Context: an optimization exercise on an open-source flow, tuned for small area. The choices shown serve that exercise and are no tape-out recipe.
Function was checked by simulation only, so behaviour that the tests miss may differ from the original.

## purple
// DgLk_LockChannel
module DgLk_LockChannel (
    input  wire        i_clkp,
    input  wire        i_rstn,
    input  wire [15:0] i_a0,      
    input  wire [15:0] i_adc,     
    input  wire [15:0] i_rt,      
    input  wire [15:0] i_k0,      
    input  wire [15:0] i_k1,      
    input  wire [15:0] i_k2,      
    input  wire [4:0]  i_shift,   
    input  wire [31:0] i_min,     
    input  wire [31:0] i_max,     
    output wire [15:0] o_filt,    
    output wire [31:0] o_ut       
);
==> flow/config.mk <==
export PLATFORM = sky130hd
export DESIGN_NAME = DgLk_LockChannel
export DESIGN_NICKNAME = DgLk_LockChannel
export VERILOG_FILES = /design/flow/design.v
export SDC_FILE = /design/flow/constraint.sdc
export NUM_CORES = 4
export LEC_CHECK = 0
export CAP_MARGIN = 5
export CORE_MARGIN = 2
export CORE_UTILIZATION = 70
export CTS_BUF_LIST = sky130_fd_sc_hd__clkbuf_8
export CTS_CLUSTER_DIAMETER = 60
export CTS_CLUSTER_SIZE = 20
export PLACE_DENSITY = 0.8
export SLEW_MARGIN = 5
export SYNTH_HIERARCHICAL = 1
export SYNTH_MINIMUM_KEEP_SIZE = 0
==> flow/constraint.sdc <==
create_clock -name core_clock -period 5.5 [get_ports {i_clkp}]
set_input_delay 1.1000 -clock core_clock [delete_from_list [all_inputs] [get_ports {i_clkp}]]
set_output_delay 1.1000 -clock core_clock [all_outputs]
set_load 0.01 [all_outputs]
standard.sh (not shown) runs the stock make flow with config.mk's settings and CLKGATE_MAP_FILE= SYNTH_SCRIPT=/design/flow/synth_recipe.tcl, a recipe that flattens the netlist after the stock synthesis.
==> flow/flow/run.sh <==
#!/bin/bash
# Layout with the standard flow (standard.sh) and its unchanged synthesis, with one step
# added between synthesis and floorplan: downsize.py sets every combinational cell of the
# synthesized netlist to the smallest drive strength of its family (ABC's speed script sizes
# cells up before placement); the flow's own repair steps size up what timing needs.
# make's output is in flow_*.log here; each tool's log is in orfs/logs/.
set -euo pipefail
PORTS=()
if [[ -f flow/ports_buf1 ]]; then PORTS=("BUFFER_PORTS_ARGS=-buffer_cell sky130_fd_sc_hd__buf_1"); fi
bash standard.sh synth > flow_synth.log 2>&1
R=orfs/results/${FLOW_PLATFORM}/DgLk_LockChannel/base
python3 flow/downsize.py "$FLOW_HOME/platforms/${FLOW_PLATFORM}/lib/sky130_fd_sc_hd__tt_025C_1v80.lib" \
  "$R/1_2_yosys.v" > flow_downsize.log 2>&1
bash standard.sh "${PORTS[@]}" finish > flow_finish.log 2>&1
==> flow/flow/downsize.py <==
#!/usr/bin/env python3
"""Rewrites a synthesized netlist so that each combinational cell uses the
smallest-area drive strength of its family (same function, same pins).
Flip-flops, buffers and clock cells are left alone; the flow's timing repair
sizes up whatever needs it.  usage: downsize.py LIB NETLIST"""
import re, sys

lib, net = sys.argv[1], sys.argv[2]
text = open(lib).read()
area = {}
for m in re.finditer(r'cell \("(sky130_fd_sc_hd__\w+)"\)\s*\{', text):
    nxt = text.find('cell (', m.end())
    a = re.search(r'area\s*:\s*([\d.]+)', text[m.end():nxt if nxt > 0 else len(text)])
    if a:
        area[m.group(1)] = float(a.group(1))
dont = {'probe', 'lpflow'}
fam = {}
for c, a in area.items():
    m = re.match(r'(sky130_fd_sc_hd__[a-z0-9]+)_(\d+)$', c)
    if not m or any(d in c for d in dont):
        continue
    fam.setdefault(m.group(1), []).append((a, c))
keep = re.compile(r'sky130_fd_sc_hd__(df|sdf|edf|dl|buf|clk|conb|tap|fill|decap|bufbuf|bufinv|dly)')
s = open(net).read()
count = {}
def repl(m):
    c = m.group(0)
    f = re.match(r'(sky130_fd_sc_hd__[a-z0-9]+)_(\d+)$', c)
    if not f or keep.match(c) or f.group(1) not in fam:
        return c
    best = min(fam[f.group(1)])[1]
    if area.get(best, 1e9) < area.get(c, 0):
        count[(c, best)] = count.get((c, best), 0) + 1
        return best
    return c
s = re.sub(r'\bsky130_fd_sc_hd__[a-z0-9]+_\d+\b', repl, s)
open(net, 'w').write(s)
for (a, b), n in sorted(count.items()):
    print('%5d %s -> %s' % (n, a, b))
==> flow/flow/ports_buf1 <==
1
The inputs of green differ from those of purple as listed below.
- swapping 20 for 16 in CTS_CLUSTER_SIZE
[summary]
green reached the end of the flow, and the finished layout is clean on the timing, DRC and antenna checks. The final area of green and that of purple are within noise of each other. Between purple and green, met1 routed wirelength after detailed routing is lower for green, purple comes in above that. Looking at purple and green, the utilization of the core after routing is a wash. From purple to green the numbers moved as follows: antenna diode count saw a decrease, share of the clock period used by the worst path after layout +1.1 points, area after detailed placement neither gained nor lost much. Clock skew improves in green relative to purple. Compared with purple, in green met3 capacity usage during global routing essentially unchanged; number of clock buffers inserted by TritonCTS increased about 10%; final critical-path setup slack decreased 62 ps.

---

DgLk_LockChannel, a different RTL version from the one above (not shown whole).
For scale: ~4400 cells after synthesis, roughly 52000 um2 of cells after synthesis.
clock: 5.5 ns
lec_check: 0
cap_margin: 5
core_margin: 2
core_utilization: 60
cts_buf_list: sky130_fd_sc_hd__clkbuf_8
place_density: 0.7
slew_margin: 5
synth_hierarchical: 1
synth_minimum_keep_size: 0
==> flow/flow/run.sh <==
#!/bin/bash
# Layout with the standard flow (standard.sh, unchanged synthesis), plus:
#  - ports buffered with the smallest buffer instead of the default delay cell,
#  - power recovery after global routing, which sizes down gates off the critical paths.
# Each tool's output is in orfs/logs/; make's own output goes to flow_make.log here.
set -euo pipefail
bash standard.sh \
  "BUFFER_PORTS_ARGS=-buffer_cell sky130_fd_sc_hd__buf_1" \
  RECOVER_POWER=100 \
  finish > flow_make.log 2>&1
The baseline finished but fails on max-capacitance violations, max-slew violations.
Next try:
==> flow/run.sh (new file) <==
#!/bin/bash
# synth_recipe.tcl (not shown) runs the flow's synth.tcl, then flattens the netlist and writes it again
# the make line also repeats each setting of config.mk as NAME=value (left out here)
make -C /OpenROAD-flow-scripts/flow DESIGN_CONFIG=/design/flow/config.mk WORK_HOME=/design/flow/orfs CLKGATE_MAP_FILE= SYNTH_SCRIPT=/design/flow/synth_recipe.tcl finish
CAP_MARGIN = 20   (was 5)
CTS_BUF_LIST = unset   (was sky130_fd_sc_hd__clkbuf_8)
SLEW_MARGIN = 20   (was 5)
removed: flow/flow/run.sh
removed: flow/standard.sh
Result: The new run ran to the end with no violations; fmax is lower slightly; register-to-register slack degrades by 0.04 ns; final area is higher by a few percent.

---

Starting RTL as in the previous note.
clock: 5.5 ns
lec_check: 0
cap_margin: 5
core_margin: 2
core_utilization: 60
cts_buf_list: sky130_fd_sc_hd__clkbuf_8
place_density: 0.7
slew_margin: 5
synth_hierarchical: 1
synth_minimum_keep_size: 0
==> flow/flow/run.sh <==
#!/bin/bash
# Layout with the standard flow (standard.sh) and its unchanged synthesis, with one step
# added between synthesis and floorplan: downsize.py sets every combinational cell of the
# synthesized netlist to the smallest drive strength of its family (ABC's speed script sizes
# cells up before placement); the flow's own repair steps size up what timing needs.
# make's output is in flow_*.log here; each tool's log is in orfs/logs/.
set -euo pipefail
PORTS=()
if [[ -f flow/ports_buf1 ]]; then PORTS=("BUFFER_PORTS_ARGS=-buffer_cell sky130_fd_sc_hd__buf_1"); fi
bash standard.sh synth > flow_synth.log 2>&1
R=orfs/results/${FLOW_PLATFORM}/DgLk_LockChannel/base
python3 flow/downsize.py "$FLOW_HOME/platforms/${FLOW_PLATFORM}/lib/sky130_fd_sc_hd__tt_025C_1v80.lib" \
  "$R/1_2_yosys.v" > flow_downsize.log 2>&1
bash standard.sh "${PORTS[@]}" finish > flow_finish.log 2>&1
==> flow/flow/downsize.py <==
#!/usr/bin/env python3
"""Rewrites a synthesized netlist so that each combinational cell uses the
smallest-area drive strength of its family (same function, same pins).
Flip-flops, buffers and clock cells are left alone; the flow's timing repair
sizes up whatever needs it.  usage: downsize.py LIB NETLIST"""
import re, sys

lib, net = sys.argv[1], sys.argv[2]
text = open(lib).read()
area = {}
for m in re.finditer(r'cell \("(sky130_fd_sc_hd__\w+)"\)\s*\{', text):
    a = re.search(r'area\s*:\s*([\d.]+)', text[m.end():m.end() + 3000])
    if a:
        area[m.group(1)] = float(a.group(1))
dont = {'probe', 'lpflow'}
fam = {}
for c, a in area.items():
    m = re.match(r'(sky130_fd_sc_hd__[a-z0-9]+)_(\d+)$', c)
    if not m or any(d in c for d in dont):
        continue
    fam.setdefault(m.group(1), []).append((a, c))
keep = re.compile(r'sky130_fd_sc_hd__(df|sdf|edf|dl|buf|clk|conb|tap|fill|decap|bufbuf|bufinv|dly)')
s = open(net).read()
count = {}
def repl(m):
    c = m.group(0)
    f = re.match(r'(sky130_fd_sc_hd__[a-z0-9]+)_(\d+)$', c)
    if not f or keep.match(c) or f.group(1) not in fam:
        return c
    best = min(fam[f.group(1)])[1]
    if area.get(best, 1e9) < area.get(c, 0):
        count[(c, best)] = count.get((c, best), 0) + 1
        return best
    return c
s = re.sub(r'\bsky130_fd_sc_hd__[a-z0-9]+_\d+\b', repl, s)
open(net, 'w').write(s)
for (a, b), n in sorted(count.items()):
    print('%5d %s -> %s' % (n, a, b))
Scripts as last shown in full above: flow/flow/ports_buf1
==> next run, changes <==
==> flow/run.sh (new file) <==
#!/bin/bash
# synth_recipe.tcl (not shown) runs the flow's synth.tcl, then flattens the netlist and writes it again
# the make line also repeats each setting of config.mk as NAME=value (left out here)
make -C /OpenROAD-flow-scripts/flow DESIGN_CONFIG=/design/flow/config.mk WORK_HOME=/design/flow/orfs CLKGATE_MAP_FILE= SYNTH_SCRIPT=/design/flow/synth_recipe.tcl finish
removed: flow/flow/run.sh
removed: flow/flow/downsize.py
removed: flow/flow/ports_buf1
removed: flow/standard.sh
Outcome: The changed run went through all stages and came out clean; cell count is higher by 1.7%; setup slack loses 290 ps; wire length grows by 3.3%; area after synthesis came out higher by 6.8%; cell area rises by 10%; non-clock buffer count went up by 10.

---

Another version of the RTL of DgLk_LockChannel (not shown whole).
Size in the first run: about 4200 cells after synthesis.
clock: 5.5 ns
lec_check: 0
cap_margin: 5
core_margin: 2
core_utilization: 70
cts_buf_list: sky130_fd_sc_hd__clkbuf_4
cts_cluster_diameter: 50
cts_cluster_size: 10
place_density: 0.8
slew_margin: 5
synth_hierarchical: 1
synth_minimum_keep_size: 0
==> flow/flow/run.sh <==
#!/bin/bash
# Layout with the standard flow (standard.sh) and its unchanged synthesis, with one step
# added between synthesis and floorplan: downsize.py sets every combinational cell of the
# synthesized netlist to the smallest drive strength of its family (ABC's speed script sizes
# cells up before placement); the flow's own repair steps size up what timing needs.
# make's output is in flow_*.log here; each tool's log is in orfs/logs/.
set -euo pipefail
PORTS=()
if [[ -f flow/ports_buf1 ]]; then PORTS=("BUFFER_PORTS_ARGS=-buffer_cell sky130_fd_sc_hd__buf_1"); fi
bash standard.sh synth > flow_synth.log 2>&1
R=orfs/results/${FLOW_PLATFORM}/DgLk_LockChannel/base
python3 flow/downsize.py "$FLOW_HOME/platforms/${FLOW_PLATFORM}/lib/sky130_fd_sc_hd__tt_025C_1v80.lib" \
  "$R/1_2_yosys.v" > flow_downsize.log 2>&1
bash standard.sh "${PORTS[@]}" finish > flow_finish.log 2>&1
==> flow/flow/downsize.py <==
#!/usr/bin/env python3
"""Rewrites a synthesized netlist so that each combinational cell uses the
smallest-area drive strength of its family (same function, same pins).
Flip-flops, buffers and clock cells are left alone; the flow's timing repair
sizes up whatever needs it.  usage: downsize.py LIB NETLIST"""
import re, sys

lib, net = sys.argv[1], sys.argv[2]
text = open(lib).read()
area = {}
for m in re.finditer(r'cell \("(sky130_fd_sc_hd__\w+)"\)\s*\{', text):
    nxt = text.find('cell (', m.end())
    a = re.search(r'area\s*:\s*([\d.]+)', text[m.end():nxt if nxt > 0 else len(text)])
    if a:
        area[m.group(1)] = float(a.group(1))
dont = {'probe', 'lpflow'}
fam = {}
for c, a in area.items():
    m = re.match(r'(sky130_fd_sc_hd__[a-z0-9]+)_(\d+)$', c)
    if not m or any(d in c for d in dont):
        continue
    fam.setdefault(m.group(1), []).append((a, c))
keep = re.compile(r'sky130_fd_sc_hd__(df|sdf|edf|dl|buf|clk|conb|tap|fill|decap|bufbuf|bufinv|dly)')
s = open(net).read()
count = {}
def repl(m):
    c = m.group(0)
    f = re.match(r'(sky130_fd_sc_hd__[a-z0-9]+)_(\d+)$', c)
    if not f or keep.match(c) or f.group(1) not in fam:
        return c
    best = min(fam[f.group(1)])[1]
    if area.get(best, 1e9) < area.get(c, 0):
        count[(c, best)] = count.get((c, best), 0) + 1
        return best
    return c
s = re.sub(r'\bsky130_fd_sc_hd__[a-z0-9]+_\d+\b', repl, s)
open(net, 'w').write(s)
for (a, b), n in sorted(count.items()):
    print('%5d %s -> %s' % (n, a, b))
==> flow/flow/ports_buf1 <==
1
The starting point completed without violations.
Edit:
CORE_UTILIZATION = 60   (was 70)
CTS_BUF_LIST = sky130_fd_sc_hd__clkbuf_8   (was sky130_fd_sc_hd__clkbuf_4)
CTS_CLUSTER_DIAMETER = 60   (was 50)
CTS_CLUSTER_SIZE = 16   (was 10)
PLACE_DENSITY = 0.7   (was 0.8)
Register-to-register slack gains 140 ps; critical path depth falls by 1; wire length went up slightly.
Edit:
CORE_UTILIZATION = 70   (was 60)
PLACE_DENSITY = 0.8   (was 0.7)
=> Worst setup slack loses 140 ps; critical path depth climbs by 1; register-to-register slack loses 140 ps; wire length drops slightly; core utilization climbs by 10 points; cell area drops slightly; clock-buffer cell count drops by 4.
Edit:
CAP_MARGIN = 0   (was 5)
SLEW_MARGIN = 0   (was 5)
Outcome: Worst hold slack does not change; worst setup slack does not change; maximum frequency stays the same; cell count is unchanged; synthesized cell count does not change; wire length does not change; clock-buffer cell count does not change; clock skew stays the same; global-route usage is unchanged.

-- afterwards: timing with drivers on the ports --
The results above use ideal ports. As a check the final layouts listed here were re-extracted and re-timed, cells and wires unchanged. Step 1 sets driving cells, clkbuf_16 on the clock port and buf_2 on the other inputs (assumed; they add their load-dependent delay and slew). Step 2 adds t to the input delays and takes it off the output delays; t is the mean of the earliest and latest rising clock arrival at the registers after step 1. Input paths then give back, and output paths get back, about the clock's delay inside the block. Three values: ideal, step 1, step 2; two values: the first two.
run | shift t [ns] | slack for setup (ns) | worst hold slack (ns) | latest minus earliest clock arrival (ns) | worst register clock-pin slew, ns
purple | 0.760 | 0.244 / 0.244 / -0.130 | 0.301 / 0.301 / 0.301 | 0.051 / 0.051 | 0.12 / 0.12
green | 0.778 | 0.182 / 0.182 / -0.172 | 0.316 / 0.316 / 0.316 | 0.040 / 0.040 | 0.10 / 0.10
the first run of note 2 | 0.847 | 0.155 / 0.155 / 0.155 | 0.309 / 0.309 / 0.309 | 0.079 / 0.078 | 0.08 / 0.08
the second run of note 2 | 0.703 | 0.117 / 0.117 / 0.117 | 0.306 / 0.306 / 0.306 | 0.032 / 0.032 | 0.07 / 0.07
the first run of note 3 | 0.837 | 0.399 / 0.399 / 0.399 | 0.286 / 0.273 / 0.286 | 0.077 / 0.077 | 0.08 / 0.08
the second run of note 3 | 0.843 | 0.110 / 0.110 / 0.110 | 0.251 / 0.251 / 0.251 | 0.081 / 0.081 | 0.07 / 0.07
the first run of note 4 | 0.964 | 0.292 / 0.292 / 0.292 | 0.234 / 0.196 / 0.241 | 0.125 / 0.125 | 0.12 / 0.12
the second run of note 4 | 0.801 | 0.434 / 0.434 / 0.434 | 0.317 / 0.307 / 0.317 | 0.048 / 0.047 | 0.11 / 0.11
the third run of note 4 | 0.774 | 0.298 / 0.298 / 0.298 | 0.263 / 0.224 / 0.310 | 0.057 / 0.057 | 0.11 / 0.11
the fourth run of note 4 | 0.774 | 0.298 / 0.298 / 0.298 | 0.263 / 0.224 / 0.310 | 0.057 / 0.057 | 0.11 / 0.11
Met with ideal ports but missed after step 2: setup timing in purple and green. The setup slack of purple, which loses most, moves by 0.000 ns with the drivers and by -0.374 ns with both steps.
